This is an optimization exercise on Yosys and OpenROAD, whose aim is small area, not a production implementation.
Only simulation tests tie the RTL to the original design; equivalence was not proved.
No activity file was given, so power comes from the tool's default toggle rates.

## flow/design.v

```verilog
module SAL_ARBITER_RR_4TO1
#(
    parameter   REQ_CNT                 = 4
  , parameter   REQ_CNT_LG2             = $clog2(REQ_CNT)
  , parameter   DATA_WIDTH              = 64
)
(
    input   wire                        clk
  , input   wire                        rst_n
  , input   wire    [REQ_CNT-1:0]       req_arr_i
  , input   wire    [REQ_CNT*DATA_WIDTH-1:0] data_arr_i   
  , output  logic   [REQ_CNT-1:0]       gnt_arr_o
  , output  logic                       req_o
  , output  logic   [DATA_WIDTH-1:0]    data_o   
  , input   wire                        gnt_i
);
    logic   [REQ_CNT_LG2-1:0]           prev_winner, prev_winner_n;
    logic   [REQ_CNT-1:0]               shift_valid;
    logic   [REQ_CNT-1:0]               shift_ready;
    logic   [REQ_CNT-1:0]               gnt_arr;
    always_ff @(posedge clk) begin
        if (!rst_n) begin
            prev_winner                 <= 'd3;
        end else begin
            prev_winner                 <= prev_winner_n;
        end
    end
    always_comb begin
        prev_winner_n                   = prev_winner;
        req_o                           = 'd0;
        data_o                          = 'd0;
        gnt_arr_o                       = 'h0;
        if (req_arr_i[0] & gnt_arr[0]) begin
            req_o                       = req_arr_i[0];
            data_o                      = data_arr_i[0*DATA_WIDTH +: DATA_WIDTH];
            if(gnt_i) begin
                prev_winner_n           = 2'd0;
                gnt_arr_o[0]            = 1'b1;
            end
        end else if (req_arr_i[1] & gnt_arr[1]) begin
            req_o                       = req_arr_i[1];
            data_o                      = data_arr_i[1*DATA_WIDTH +: DATA_WIDTH];
            if(gnt_i) begin
                prev_winner_n           = 2'd1;
                gnt_arr_o[1]            = 1'b1;
            end
        end else if (req_arr_i[2] & gnt_arr[2]) begin
            req_o                       = req_arr_i[2];
            data_o                      = data_arr_i[2*DATA_WIDTH +: DATA_WIDTH];
            if(gnt_i) begin
                prev_winner_n           = 2'd2;
                gnt_arr_o[2]            = 1'b1;
            end
        end else if (req_arr_i[3] & gnt_arr[3]) begin
            req_o                       = req_arr_i[3];
            data_o                      = data_arr_i[3*DATA_WIDTH +: DATA_WIDTH];
            if(gnt_i) begin
                prev_winner_n           = 2'd3;
                gnt_arr_o[3]            = 1'b1;
            end
        end
    end
    always_comb begin
        case(prev_winner)
            'd3: begin
                shift_valid             = {req_arr_i[3], req_arr_i[2], req_arr_i[1], req_arr_i[0]};
                gnt_arr                 = {shift_ready[3], shift_ready[2], shift_ready[1], shift_ready[0]};
            end
            'd0: begin
                shift_valid             = {req_arr_i[0], req_arr_i[3], req_arr_i[2], req_arr_i[1]};
                gnt_arr                 = {shift_ready[2], shift_ready[1], shift_ready[0], shift_ready[3]};
            end
            'd1: begin
                shift_valid             = {req_arr_i[1], req_arr_i[0], req_arr_i[3], req_arr_i[2]};
                gnt_arr                 = {shift_ready[1], shift_ready[0], shift_ready[3], shift_ready[2]};
            end
            'd2: begin
                shift_valid             = {req_arr_i[2], req_arr_i[1], req_arr_i[0], req_arr_i[3]};
                gnt_arr                 = {shift_ready[0], shift_ready[3], shift_ready[2], shift_ready[1]};
            end
        endcase
    end
    always_comb begin
        shift_ready                     = {REQ_CNT{1'b0}};
        if(shift_valid[0])              shift_ready[0] = 1'b1;
        else if(shift_valid[1])         shift_ready[1] = 1'b1;
        else if(shift_valid[2])         shift_ready[2] = 1'b1;
        else if(shift_valid[3])         shift_ready[3] = 1'b1;
    end
endmodule
module SAL_ARBITER_RR_64TO1
#(
    parameter   REQ_CNT                 = 64
  , parameter   REQ_CNT_LG2             = $clog2(REQ_CNT)
  , parameter	DATA_WIDTH	        = 12
)
(
    input   wire                        clk
  , input   wire                        rst_n
  , input   wire    [REQ_CNT-1:0]       req_arr_i
  , input   wire    [REQ_CNT*DATA_WIDTH-1:0] data_arr_i   
  , output  wire    [REQ_CNT-1:0]       gnt_arr_o
  , output  logic                       req_o
  , output  logic   [DATA_WIDTH-1:0]   	data_o 
  , input   wire                        gnt_i
);
    localparam	DEPTH1_REQ_CNT		= REQ_CNT >> 2;  
    localparam	DEPTH0_REQ_CNT		= REQ_CNT >> 4;  
    wire	[DEPTH1_REQ_CNT-1:0]	depth1_req_arr;
    wire	[DEPTH0_REQ_CNT-1:0]	depth0_req_arr;
    wire	[DEPTH1_REQ_CNT*DATA_WIDTH-1:0]	depth1_data_arr;
    wire	[DEPTH0_REQ_CNT*DATA_WIDTH-1:0]	depth0_data_arr;
    wire	[DEPTH1_REQ_CNT-1:0]	depth1_gnt_arr;
    wire	[DEPTH0_REQ_CNT-1:0]	depth0_gnt_arr;
    SAL_ARBITER_RR_4TO1
    #(
	.REQ_CNT                        (4)
      , .DATA_WIDTH			(DATA_WIDTH)
    ) 
    u_arbiter_depth0
    (
	.clk				(clk)
      , .rst_n				(rst_n)
      , .req_arr_i			(depth0_req_arr)
      , .data_arr_i			(depth0_data_arr)
      , .gnt_arr_o			(depth0_gnt_arr)
      , .req_o				(req_o)
      , .data_o				(data_o)
      , .gnt_i                          (gnt_i)
     );
    genvar j;
    generate
        for(j = 0; j < 4; j = j + 1) begin
            SAL_ARBITER_RR_4TO1 
            #(
                .REQ_CNT                (4)
              , .DATA_WIDTH		(DATA_WIDTH)
            ) 
            u_arbiter_depth1
            (
                .clk			(clk)
              , .rst_n			(rst_n)
              , .req_arr_i		(depth1_req_arr[(j*4)+:4])
              , .data_arr_i		(depth1_data_arr[(j*4*DATA_WIDTH) +: 4*DATA_WIDTH])
              , .gnt_arr_o		(depth1_gnt_arr[(j*4)+:4])
              , .req_o			(depth0_req_arr[j])
              , .data_o			(depth0_data_arr[j*DATA_WIDTH +: DATA_WIDTH])
              , .gnt_i                  (depth0_gnt_arr[j])
            );
        end
    endgenerate
    genvar i;
    generate
        for(i = 0; i < 16; i = i + 1) begin
            SAL_ARBITER_RR_4TO1 
            #(
                .REQ_CNT                (4)
              , .DATA_WIDTH		(DATA_WIDTH)
            ) 
            u_arbiter_depth2
            (
                .clk			(clk)
              , .rst_n			(rst_n)
              , .req_arr_i		(req_arr_i[(i*4)+:4])
              , .data_arr_i		(data_arr_i[(i*4*DATA_WIDTH) +: 4*DATA_WIDTH])
              , .gnt_arr_o		(gnt_arr_o[(i*4)+:4])
              , .req_o			(depth1_req_arr[i])
              , .data_o			(depth1_data_arr[i*DATA_WIDTH +: DATA_WIDTH])
              , .gnt_i                  (depth1_gnt_arr[i])
            );
        end
    endgenerate
endmodule
```

## flow/run.sh

```bash
#!/bin/bash
# synth_recipe.tcl (not shown) runs the flow's synth.tcl, then flattens the netlist and writes it again
# the make line also repeats each setting of config.mk as NAME=value (left out here)
make -C /OpenROAD-flow-scripts/flow DESIGN_CONFIG=/design/flow/config.mk WORK_HOME=/design/flow/orfs CLKGATE_MAP_FILE= SYNTH_SCRIPT=/design/flow/synth_recipe.tcl finish
```

## flow/config.mk

```make
export PLATFORM = sky130hd
export DESIGN_NAME = SAL_ARBITER_RR_64TO1
export DESIGN_NICKNAME = SAL_ARBITER_RR_64TO1
export VERILOG_FILES = /design/flow/design.v
export SDC_FILE = /design/flow/constraint.sdc
export NUM_CORES = 4
export LEC_CHECK = 0
export CAP_MARGIN = 20
export CORE_AREA = 10 10 320 320
export DIE_AREA = 0 0 330 330
export SLEW_MARGIN = 20
```

## flow/constraint.sdc

```tcl
create_clock -name core_clock -period 5.5 [get_ports {clk}]
set_input_delay 1.1000 -clock core_clock [delete_from_list [all_inputs] [get_ports {clk}]]
set_output_delay 1.1000 -clock core_clock [all_outputs]
set_load 0.01 [all_outputs]
```

==> results.sh <==
export IMPL_hold_class="register to register"
export IMPL_final_cell_mix="clkdlybuf4s50_1, buf_4, a21oi_1, nor2_1, nand2_1"
export IMPL_setup_slack_ps=102
export IMPL_grt_total_usage_pct=20.1
export IMPL_clockBufferDepth=2
export IMPL_drc=0
export IMPL_fin_hold_ws_ps=552
export IMPL_crit_fanout=8
export IMPL_fin_crit_ps=5400
export IMPL_cpMaxStageDelayCell="or4_4"
export IMPL_yosys_area_top_type="dfxtp_1"
export IMPL_portBuffers=911
export IMPL_path_clk_slew_ps=70
export IMPL_hold_buffers=0
export IMPL_async_flop_share_pct=0
export IMPL_place_congestion=0.990
export IMPL_final_common_cell="clkdlybuf4s50_1"
export IMPL_placed_cells=3973
export IMPL_viasPerCell=4.87
export IMPL_die_w_um=330
export IMPL_fin_skew_ps=15.2
export IMPL_slew_violations=0
export IMPL_netlist_area_um2=10300
export IMPL_drt_iter0_markers=2203
export IMPL_drv_cap=0
export IMPL_wire_per_inst_um=29.5
export IMPL_yosys_area_top_type_share_pct=8.20
export IMPL_crit_type="input pin to primary output"
export IMPL_antenna_found_initial=31
export IMPL_worstPathCellList="clkdlybuf4s50_1, or4_4, nor4_4, buf_4, nor2_1, a32oi_2, buf_12, buf_4, a21oi_1, nor4b_4, buf_4, or4_1, buf_4"
export IMPL_clock_sinks=42
export IMPL_synth_compound_area_share_pct=57.2
export IMPL_ant_nets=0
export IMPL_grt_pass1_wl_mm=156
export IMPL_worstPathRequired_ps=4400
export IMPL_cts_tree="yes"
export IMPL_grt_pass1_vias=19300
export IMPL_synth_distinct_cells=75
export IMPL_dpl_hpwl_mm=104
export IMPL_cts_buffers=5
export IMPL_setup_violations=0
export IMPL_first_pass_iters=9
export IMPL_syn_avg_cell_area_um2=6.52
export IMPL_clk_latency_ps=330
export IMPL_crit_family="simple AND/OR/NAND/NOR gates"
export IMPL_cts_root_buf="clkbuf_16"
export IMPL_p_per_area_nw_per_um2=111
export IMPL_die_area_um2=109000
export IMPL_final_area_um2=24300
export IMPL_die_height_um=330
export IMPL_synth_seq_area_share_pct=8.20
export IMPL_totalWireLength_mm=118
export IMPL_overflow=0
export IMPL_synthXorXnorAreaFrac_pct=0
export IMPL_outcome="complete, no violations"
export IMPL_fmax_ghz=0.185
export IMPL_ff2ff_setup_slack_ps=2760
export IMPL_synthSimpleGateAreaFrac_pct=26.4
export IMPL_cp_slowest_stage_delay_ps=540
export IMPL_tightest_slew_ps=965
export IMPL_core_area_um2=95200
export IMPL_leakagePower_nw=9.32
export IMPL_synth_nets=2409
export IMPL_worst_setup_path_end_kind="primary output"
export IMPL_postPlaceCellArea_um2=23400
export IMPL_start_kind="input pin"
export IMPL_rows=113
export IMPL_nets=3564
export IMPL_vias=19500
export IMPL_hold_viol=0
export IMPL_relSlewSlack_pct=35.6
export IMPL_ir_drop_mv=0.110
export IMPL_netlist_instances=1574
export IMPL_fin_cells=4008
export IMPL_synth_enable_flop_cells=0
export IMPL_synth_top_family_by_area="compound AO/OA/AOI/OAI gates"
export IMPL_crit_arrival_ps=4300
export IMPL_dp_slack_ps=-1040
export IMPL_synth_main_ff_cell="dfxtp_1"
export IMPL_h_tree_depth=2
export IMPL_crit_top_cell="buf_4"
export IMPL_ios=912
export IMPL_synth_warnings=1
export IMPL_syn_to_final_growth_pct=137
export IMPL_ys_seq_elements=42
export IMPL_synthMuxAreaShare_pct=0.683
export IMPL_path_buf_inv=6
export IMPL_drive_above_1_share_pct=19.6
export IMPL_synthTopCellsByArea="dfxtp_1, a221oi_1, o22ai_1"
export IMPL_grt_max_degree=43
export IMPL_period_share_pct=98.1
export IMPL_synth_adder_area_share_pct=0
export IMPL_start_util_pct=10.8
[through the flow]
step,setup TNS [ps],utilization (%),total power [mW]
5_1_grt,-110,25.5,2.83
3_3_place_gp,-31400,24.5,2.24
6_report,0,25.5,2.69
3_5_place_dp,-31140,24.6,2.25
4_1_cts,-176,25.2,2.71
2_1_floorplan,0,-,0.859
[area by class of cell]
class / count / area (um2)
multi-input cells: 1332 / 9270
repair buffers: 1301 / 12200
diodes: 13 / 32.5
well taps: 1265 / 1580
inverters: 47 / 176
clock buffers: 7 / 143
flip-flops and latches: 42 / 841
fillers: 10500 / 70900
clock inverters: 1 / 5.00
[synth_stat cells (all sizes together) (27+ instances only)]
cell / count
a222oi: 46
nor2: 126
o21ai: 89
dfxtp: 42
clkbuf: 142
nor2b: 37
a21oi: 134
nor3: 38
nand2b: 27
a221oi: 81
nand2: 118
nor4: 46
inv: 47
o22ai: 109
o221ai: 33
[report_power, final]
| group | total (mW) | leakage (nW) | internal [mW] | switching [mW] |
|---|---|---|---|---|
| registers | 0.331 | 0.342 | 0.313 | 0.0179 |
| clock network | 0.370 | 0.0740 | 0.183 | 0.187 |
| logic | 1.99 | 8.90 | 1.06 | 0.926 |
[repair_timing]
item / 4_1_cts / 5_1_grt
gates cloned: 1 / 1
resized for setup: 100 / 61
pin swaps: 20 / 13
setup buffers: 10 / 5
endpoints found under the setup margin: 74 / 51
[worst min-delay path, stage by stage, from the launching register on]
cell      delay, ps
dfxtp_1         350
nand2_1          70
o211ai_1         80
[final timing paths]
kind / cells past startpoint / end / from
worst max register to register: 11 / genblk2[1].u_arbiter_depth2.prev_winner[1] / u_arbiter_depth0.prev_winner[1]
worst min register to register: 2 / genblk2[11].u_arbiter_depth2.prev_winner[0] / genblk2[11].u_arbiter_depth2.prev_winner[0]
worst min-delay path: 2 / genblk2[11].u_arbiter_depth2.prev_winner[0] / genblk2[11].u_arbiter_depth2.prev_winner[0]
worst max-delay path: 13 / data_o[11] / req_arr_i[50]
[state kept, by name, indices dropped and copies added, names as in the netlist]
register,flops
u_arbiter_depth0.prev_winner,2
genblk1.u_arbiter_depth1.prev_winner,8
genblk2.u_arbiter_depth2.prev_winner,32
[cells by family after synthesis]
logic type / Yosys count
AO/OA/AOI/OAI: 804
AND/OR/NAND/NOR: 521
buffers and inverters: 200
flip-flops: 42
multiplexers: 7
[routing by layer]
layer | GRT usage, % | wire (um) | vias up
li1 | - | - | 8789
met1 | 24.1 | 45400 | 9285
met2 | 34.2 | 55800 | 1205
met3 | 6.81 | 13300 | 192
met4 | 5.18 | 3580 | 38
met5 | 0 | 252 | -

what the ideal ports hide:
The flow's constraints put no driver on any port. The routed layout listed below was extracted and timed again, unchanged, in two steps. Step 1 assumes that a clkbuf_16 drives the clock port and a buf_2 every other input. Step 2 adds t to the input delays and takes it off the output delays; t is the mean of the earliest and latest rising clock arrival at the registers after step 1. Input paths then give back, and output paths get back, about the clock's delay inside the block. a / b / c = no drivers / after step 1 / after step 2; a / b = the first two.
shift t [ns]: 0.390
setup WS [ns]: 0.102 / 0.062 / 0.062
worst setup path at the end: input to output
clock arrival spread, ns: 0.018 / 0.017
After both steps setup and hold are still met in this run. For this run, drivers alone change the setup slack by -0.040 ns; drivers and shift together by -0.040 ns.
